From an optimization exercise on the open Yosys and OpenROAD flow, aimed at small area, a short achievable clock period and few clock cycles per item; shortcuts taken in it are not production practice.
In this exercise RTL edits were held to simulation tests only and were not proved equivalent to the original.
Power is estimated from default activity; no workload was simulated.

## exp/juniper
// MUL
module MUL #(
    parameter WIDTH = 32
) (
    input  [ 0:0] clk,
    input  [ 0:0] rst,
    input  [ 0:0] start,
    input  [31:0] a,
    input  [31:0] b,
    output [63:0] res,
    output [ 0:0] finish
);
reg  [5:0] p;
reg  [32:0] s_q, c_q;         
reg  [7:0] ls_q, lc_q;       
reg         n3_q;             
reg  [31:0] l_q;              
reg  [29:0] h_q;              
reg  [3:0] one_q, two_q, neg_q;  
reg         sgn_q;
wire first = p[0];
wire [32:0] sfb = first ? 33'h100000000 : s_q;
wire [32:0] cfb = first ? 33'h0 : c_q;
wire [32:0] am = {1'b0, a[30:0], 1'b0};    
wire [31:0] pp0;
wire [31:0] pp1;
wire [31:0] pp2;
wire [31:0] pp3;
genvar gj;
generate for (gj = 0; gj < 32; gj = gj + 1) begin : g_pp
    assign pp0[gj] = ((one_q[0] & am[gj+1]) | (two_q[0] & am[gj])) ^ neg_q[0];
    assign pp1[gj] = ((one_q[1] & am[gj+1]) | (two_q[1] & am[gj])) ^ neg_q[1];
    assign pp2[gj] = ((one_q[2] & am[gj+1]) | (two_q[2] & am[gj])) ^ neg_q[2];
    assign pp3[gj] = ((one_q[3] & am[gj+1]) | (two_q[3] & am[gj])) ^ neg_q[3];
end endgenerate
wire fs0;
wire fc0;
wire hs0;
wire hc0;
wire hs1;
wire hc1;
wire fs1;
wire fc1;
wire hs2;
wire hc2;
wire fs2;
wire fc2;
wire hs3;
wire hc3;
wire fs3;
wire fc3;
wire fs4;
wire fc4;
wire fs5;
wire fc5;
wire fs6;
wire fc6;
wire fs7;
wire fc7;
wire fs8;
wire fc8;
wire fs9;
wire fc9;
wire fs10;
wire fc10;
wire fs11;
wire fc11;
wire fs12;
wire fc12;
wire fs13;
wire fc13;
wire fs14;
wire fc14;
wire fs15;
wire fc15;
wire fs16;
wire fc16;
wire fs17;
wire fc17;
wire fs18;
wire fc18;
wire fs19;
wire fc19;
wire fs20;
wire fc20;
wire fs21;
wire fc21;
wire fs22;
wire fc22;
wire fs23;
wire fc23;
wire fs24;
wire fc24;
wire fs25;
wire fc25;
wire fs26;
wire fc26;
wire fs27;
wire fc27;
wire fs28;
wire fc28;
wire fs29;
wire fc29;
wire fs30;
wire fc30;
wire fs31;
wire fc31;
wire fs32;
wire fc32;
wire fs33;
  ...
Size in the first run: ~1,200 cells after synthesis, roughly 160 flip-flops, about 11,000 um^2 of cells after synthesis.
export LEC_CHECK = 0
export CAP_MARGIN = 10
export CORE_MARGIN = 2
export CORE_UTILIZATION = 40
export CTS_BUF_LIST = sky130_fd_sc_hd__clkbuf_8
export SETUP_SLACK_MARGIN = 1.4
export SLEW_MARGIN = 10
create_clock -name core_clock -period 4.0 [get_ports {clk}]
run.sh (not shown) runs the stock make flow with config.mk's settings and CLKGATE_MAP_FILE= SYNTH_SCRIPT=/design/flow/synth_recipe.tcl, a recipe that flattens the netlist after the stock synthesis.
exp/juniper | stages: all done | timing, DRC, antenna: all pass
Testbench counts of exp/juniper, summed over its fixed seeds: cycles 5,376, items 768.
Inputs modified between exp/juniper and exp/raven:
Settings: swapping 40 for 60 in CORE_UTILIZATION; swapping 10 for 20 in CAP_MARGIN; swapping 10 for 20 in SLEW_MARGIN; clearing CTS_BUF_LIST, which used to be sky130_fd_sc_hd__clkbuf_8; swapping 1.4 for 1.2 in SETUP_SLACK_MARGIN.
[summary]
- exp/raven | status: complete | timing, DRC, antenna: pass
- Diff exp/juniper -> exp/raven: number of cells on the critical path went down by 1; final estimated routing congestion in global placement higher; share of layout cells above drive strength 1 decreased by 9.9 points relative to the old numbers.
- Measured against each other, exp/juniper and exp/raven differ in total non-filler cell area in the finished layout, the lower figure coming from exp/raven.
- Global-route wire length before repair for exp/raven: about 6% down relative to exp/juniper
- Of exp/juniper and exp/raven, the lower total routing resource utilization after global routing belongs to exp/juniper.
The inputs of exp/zinc differ from those of exp/raven as listed below.
Settings: CORE_UTILIZATION: 60 -> 40; SETUP_SLACK_MARGIN: 1.2 -> 1.3; CTS_BUF_LIST: unset -> sky130_fd_sc_hd__clkbuf_8.
Notes after the runs:
Diff exp/raven -> exp/zinc | maximum frequency | up by a few percent
Fill cell total of the finished layout (exp/zinc vs. exp/raven) increases by more than half
Run comparison: exp/zinc topmost layer with routed signal wires met4; exp/raven topmost layer with routed signal wires met5
Diff exp/raven -> exp/zinc | detailed-route vias per instance | down by more than 10%
Compared with exp/raven, in exp/zinc global-route wire length before repair went up by 1600 um, clock-buffer cell count was more or less identical.
Compared with exp/raven, in exp/zinc largest stage delay on the critical path decreased by 20 ps relative to the old numbers, fraction of standard cell area in multi-input logic closely matched the old numbers.
For exp/ember, these inputs were changed with respect to exp/zinc:
Settings: swapping 1.3 for 1.6 in SETUP_SLACK_MARGIN.
==> comparison <==
- Run comparison: exp/ember highest metal layer with signal wires met5; exp/zinc highest metal layer with signal wires met4
- exp/ember ended with more number of antenna violations at the first check in global routing than exp/zinc.
- NOTE: number of stages on the worst setup path in exp/ember exceeds that of exp/zinc
- Side by side, final area turned out higher in exp/ember than in exp/zinc.
- Relative to exp/zinc, the combinational power of exp/ember is higher by about 20%.
- Against exp/zinc as the reference, exp/ember delivers a higher relative contribution of combinational cells to total power.

========
MUL, a different RTL version from the one above (not shown whole).
For scale: roughly 1200 cells after synthesis, about 160 flip-flops, about 130 I/O pins, ~12000 um2 of cells after synthesis.
make LEC_CHECK=0 CAP_MARGIN=20 CORE_MARGIN=2 CORE_UTILIZATION=50 CTS_BUF_LIST=sky130_fd_sc_hd__clkbuf_8 SETUP_SLACK_MARGIN=1.45 SLEW_MARGIN=20 finish   # period 4.0 ns
The baseline went through all stages and came out clean.
Testbench counts at the start, summed over its fixed seeds: cycles 5,376, items 768.
==> next run, changes <==
CORE_UTILIZATION = 40   (was 50)
The new run ran to the end with no violations.
Setup slack gains 34 ps.
Critical path depth drops by 1.
Area after synthesis is unchanged.
Cell area is higher by 0.89%.
Combinational power barely changes.
==> next run, changes <==
CORE_UTILIZATION = 60   (was 40)
The new run passed the timing, DRC and antenna checks. Synthesized area stays the same. Hold slack improves by 5.6 ps. Design area is lower by 0.97%.

========
Setup of zinc:
Starting RTL as in the previous note.
clock: 4.0 ns
lec_check: 0
cap_margin: 20
core_margin: 2
core_utilization: 40
cts_buf_list: sky130_fd_sc_hd__clkbuf_8
setup_slack_margin: 1.5
slew_margin: 20
zinc completed end to end with timing, DRC and antenna clean.
Testbench counts of zinc, summed over its fixed seeds: cycles 5,376, items 768.
## Diff of input files: ember against zinc
-- flow/config.mk --
<<< zinc, line 11
export CTS_BUF_LIST = sky130_fd_sc_hd__clkbuf_8
export SETUP_SLACK_MARGIN = 1.5
export SLEW_MARGIN = 20
>>> ember, line 11
export CTS_BUF_LIST = sky130_fd_sc_hd__clkbuf_8
export SETUP_SLACK_MARGIN = 1.4
export SLEW_MARGIN = 20
### Flow results
Summary of ember over zinc: clock-pin slew on the worst setup and hold paths saw little to no change; upper clock frequency limit saw a decrease; synthesized area saw little to no change; minimum clock period saw an increase.
The wire length in ember was lower than what zinc gave.
Worst reg2reg path depth: zinc vs ember identical
ember vs zinc, capturing element of the worst setup path: ls_q[7]$_DFF_P_ vs s_q[18]$_DFF_P_
Lower delay of the slowest critical-path stage goes to zinc over ember.
ember has number of antenna violations at the first check in global routing above what zinc had.
Inputs modified between ember and yarrow:
-- flow/config.mk --
<<< ember, line 10
export CORE_UTILIZATION = 40
export CTS_BUF_LIST = sky130_fd_sc_hd__clkbuf_8
export SETUP_SLACK_MARGIN = 1.4
export SLEW_MARGIN = 20
>>> yarrow, line 10
export CORE_UTILIZATION = 40
export CTS_BUF_LIST = sky130_fd_sc_hd__clkbuf_8 sky130_fd_sc_hd__clkbuf_16
export SETUP_SLACK_MARGIN = 1.45
export SLEW_MARGIN = 20
Notes after the runs:
- Taking ember as the reference, in yarrow combinational fraction of design power has decreased; clock-buffer cell count has remained practically unchanged; share of post-route cells with drive strength above 1 has increased; area added between synthesis and finish has increased; minimum period implied by the final worst setup slack has decreased.
- Looking at achievable clock frequency across both flows, yarrow is the stronger of the two, with ember trailing.
- Share of the clock period used by the worst path after layout (lower): yarrow
- Of the two values seen for launching instance or port of the critical path, a[6] was produced by ember and a[15] by yarrow.
- Per the comparison of yarrow with ember, number of filler instances in the final layout held steady; leakage power of the design rose by 1.6%.
- Looking at post-route cell area, yarrow sits 2.4% higher than ember does.

========
MUL again, from the RTL that the note above started with.
Settings: LEC_CHECK=0, CAP_MARGIN=20, CORE_MARGIN=2, CORE_UTILIZATION=40, SETUP_SLACK_MARGIN=1.45, SLEW_MARGIN=20; clock period 4.0 ns.
Testbench counts at the start, summed over its fixed seeds: cycles 5,376, items 768.
Edit:
Settings changed: CORE_UTILIZATION 40 to 45, CTS_BUF_LIST from default to sky130_fd_sc_hd__clkbuf_8, SETUP_SLACK_MARGIN 1.45 to 1.5.
Result: The new run produced a clean layout; via count goes up by 1.8%; global-route usage increases by 2.2 points; sequential power hardly moves; first-iteration DRC count grows by 19%; total power came out lower by 1.5%.
Edit:
Settings changed: CORE_UTILIZATION 45 to 40, CTS_CLUSTER_SIZE from default to 12, SETUP_SLACK_MARGIN 1.5 to 1.45.
What happened:
- via count goes down slightly
- routed wire length goes up slightly
- clock-buffer cell count stays the same
- first-iteration DRC count goes down by a few percent
- synthesized area does not change
- final area goes down slightly
- worst setup slack gets worse by 15 ps
- global-route usage goes down by 2.3 points
- utilization goes down by 7.4 points
- total power goes down slightly
Edit:
Settings changed: CORE_UTILIZATION 40 to 50, CTS_CLUSTER_SIZE 12 to default, SETUP_SLACK_MARGIN 1.45 to 1.5.
Effect: The changed run completed without violations. Wire length is lower by 0.67%. Synthesized area is unchanged. Final area rises by 2.1%. Worst setup slack degrades by 10 ps. Register-to-register slack is better by 20 ps. Flip-flop and latch count stays the same. Clock-buffer cell count is unchanged. Die area goes down by 20%. Cell count shrinks by 3.7%.

========
Setup of job 7177:
MUL with an RTL version that a note above also has.
Size: roughly 1,200 cells after synthesis, ~130 I/O pins.
Design MUL, start of the top module:
module MUL #(
    parameter WIDTH = 32
) (
    input  [ 0:0] clk,
    input  [ 0:0] rst,
    input  [ 0:0] start,
    input  [31:0] a,
    input  [31:0] b,
    output [63:0] res,
    output [ 0:0] finish
);
clock: 4.0 ns
lec_check: 0
cap_margin: 20
core_margin: 2
core_utilization: 50
cts_buf_list: sky130_fd_sc_hd__clkbuf_8
place_density: 0.7
setup_slack_margin: 1.4
slew_margin: 20
Testbench counts of job 7177, summed over its fixed seeds: cycles 5,376, items 768.
Modified inputs, job 915 compared to job 7177
- changing SETUP_SLACK_MARGIN from 1.4 to 1.5
- removing CTS_BUF_LIST (formerly sky130_fd_sc_hd__clkbuf_8)
- changing CORE_UTILIZATION from 50 to 40
- removing PLACE_DENSITY (formerly 0.7)
==> comparison <==
[job 915] cell leakage power rose 0.00033 µW relative to job 7177
Re combinational power share: job 7177 was higher than job 915.
The total vias in the final route of job 915 is higher than that of job 7177.
Clock power on job 915 is behind job 7177.
From job 7177 to job 915 the numbers moved as follows: slack of the critical path +0.037 ns; met2 track demand over resource -4.1 points; first-pass GRT wire length +about 6%; peak fanout along the critical path -2.
diff inputs: job 915 => job 6436
- SETUP_SLACK_MARGIN changed from 1.5 to 0.9
Notes after the runs:
Job 6436 reports a lower maximum clock frequency than job 915 does. Against job 915, job 6436 comes in 0.47 ns lower on final worst setup slack. Initial antenna violation count: job 6436 lower than job 915. Re final clock period utilization by the worst path: job 915 was lower than job 6436. Run comparison: job 6436 critical path class primary input to flip-flop; job 915 critical path class flip-flop to flip-flop. Cell area | job 6436 vs job 915 | job 6436 smaller.
Inputs modified between job 6436 and job 4316:
- putting CTS_BUF_LIST at sky130_fd_sc_hd__clkbuf_8 where nothing was set
- swapping 0.9 for 1.4 in SETUP_SLACK_MARGIN
- The final layout from job 4316, which completed every stage, passed the timing, DRC and antenna checks at the end of the flow.
- Total stage count of the critical path (higher): job 4316
- Summary of job 4316 over job 6436: maximum clock rate has increased; hold slack about even; clock distribution area overhead in the final layout now sits lower; final-report setup violation count has remained practically unchanged; final period demand of the worst path lost 0.47 ns.
- [diff] post-layout total power, job 4316 relative to job 6436: regression

========
run A:
MUL again, from the RTL that the note above started with.
## MUL
module MUL #(
    parameter WIDTH = 32
) (
    input  [ 0:0] clk,
    input  [ 0:0] rst,
    input  [ 0:0] start,
    input  [31:0] a,
    input  [31:0] b,
    output [63:0] res,
    output [ 0:0] finish
);
clock: 4.0 ns
lec_check: 0
cap_margin: 20
core_margin: 2
core_utilization: 40
cts_buf_list: sky130_fd_sc_hd__clkbuf_8
setup_slack_margin: 1.2
slew_margin: 20
Having completed the whole flow, run A delivered a layout that passed the timing, DRC and antenna checks.
Testbench counts of run A, summed over its fixed seeds: cycles 5,376, items 768.
What run B does differently from run A at the input level:
Settings: a change of SETUP_SLACK_MARGIN from 1.2 to 2.0; a deleted CTS_BUF_LIST that had been sky130_fd_sc_hd__clkbuf_8.
Results
Run B can be clocked faster than run A. Run B: area of the multi-input gates 18% above run A. Worst setup path category = flop to flop: run B; worst setup path category = input pin to flop: run A. In run B, number of non-clock buffers is higher than in run A. Run A -> run B: non-clock inverter instance count of the final layout increased slightly. Every stage of the flow completed for run B, and the final layout passed the timing, DRC and antenna checks. | utilization | run B vs run A | 8.8 points higher |.
Edits applied to the flow inputs when going from run B to run C:
Settings: an added CTS_BUF_LIST of sky130_fd_sc_hd__clkbuf_8; an added GPL_ROUTABILITY_DRIVEN of 0; a change of SETUP_SLACK_MARGIN from 2.0 to 1.4.
--- outcome ---
- Clock transition time at the flip-flop clock pins of the worst setup and hold paths ended up 0.04 ns higher on run C than on run B.
- Looking at sequential share of layout area, run C sits 2.4 points above run B.
- The maximum frequency of run C was inferior to that of run B.
- Taking run B as the reference point, the overall track demand over capacity in global routing of run C falls by 2.2 points.

========
Starting RTL as in the previous note.
==> flow/design.v (excerpt) <==
module MUL #(
    parameter WIDTH = 32
) (
    input  [ 0:0] clk,
    input  [ 0:0] rst,
    input  [ 0:0] start,
    input  [31:0] a,
    input  [31:0] b,
    output [63:0] res,
    output [ 0:0] finish
);
==> flow/config.mk <==
export PLATFORM = sky130hd
export DESIGN_NAME = MUL
export DESIGN_NICKNAME = MUL
export VERILOG_FILES = /design/flow/design.v
export SDC_FILE = /design/flow/constraint.sdc
export NUM_CORES = 4
export LEC_CHECK = 0
export ABC_AREA = 1
export CAP_MARGIN = 20
export CORE_MARGIN = 2
export CORE_UTILIZATION = 40
export SETUP_SLACK_MARGIN = 1.2
export SLEW_MARGIN = 20
==> flow/constraint.sdc <==
create_clock -name core_clock -period 4.0 [get_ports {clk}]
set_input_delay 0.8000 -clock core_clock [delete_from_list [all_inputs] [get_ports {clk}]]
set_output_delay 0.8000 -clock core_clock [all_outputs]
set_load 0.01 [all_outputs]
Testbench counts at the start, summed over its fixed seeds: cycles 5,376, items 768.
Edit:
Settings changed: ABC_AREA 1 to unset, CTS_BUF_LIST set to sky130_fd_sc_hd__clkbuf_8, PLACE_DENSITY set to 0.8, SETUP_SLACK_MARGIN 1.2 to 1.4.
Result: The changed run finished with timing, DRC and antenna clean. Global-route usage went down by 0.75 points. Utilization stays flat. Final cell count went down by 19%. Sequential power is about the same. Sequential share of layout area went up by 1.5 points. Cell area went down by 5.9%. Clock power went down by 30%.
Edit:
Settings changed: CAP_MARGIN 20 to 0, PLACE_DENSITY 0.8 to unset, SLEW_MARGIN 20 to 0.
Routed wire length came out higher by 1.6%.
Non-clock buffer count came out higher by 7.
Global-route usage went up by 0.84 points.
Setup slack gets better by 0.032 ns.
Utilization is higher by 0.45 points.
Cell area goes up by 0.90%.
Total power stays flat.
First-iteration DRC count is lower by 3.8%.
Combinational power barely changes.
Die area is unchanged.
Edit:
Settings changed: CAP_MARGIN 0 to 20, CORE_UTILIZATION 40 to 45, SETUP_SLACK_MARGIN 1.4 to 1.45, SLEW_MARGIN 0 to 20.
Result: The new run ran to the end with no violations; core utilization grows by 7.4 points; maximum frequency stays flat; area after synthesis is unchanged; global-route usage grows by 2.4 points; design area grows by 2.8%; routed wire length grows by 2.6%; total power grows by 1.8%; via count grows by 2.5%; synthesized cell count is unchanged; clock-buffer cell count stays the same; hold slack gains 0.0032 ns.
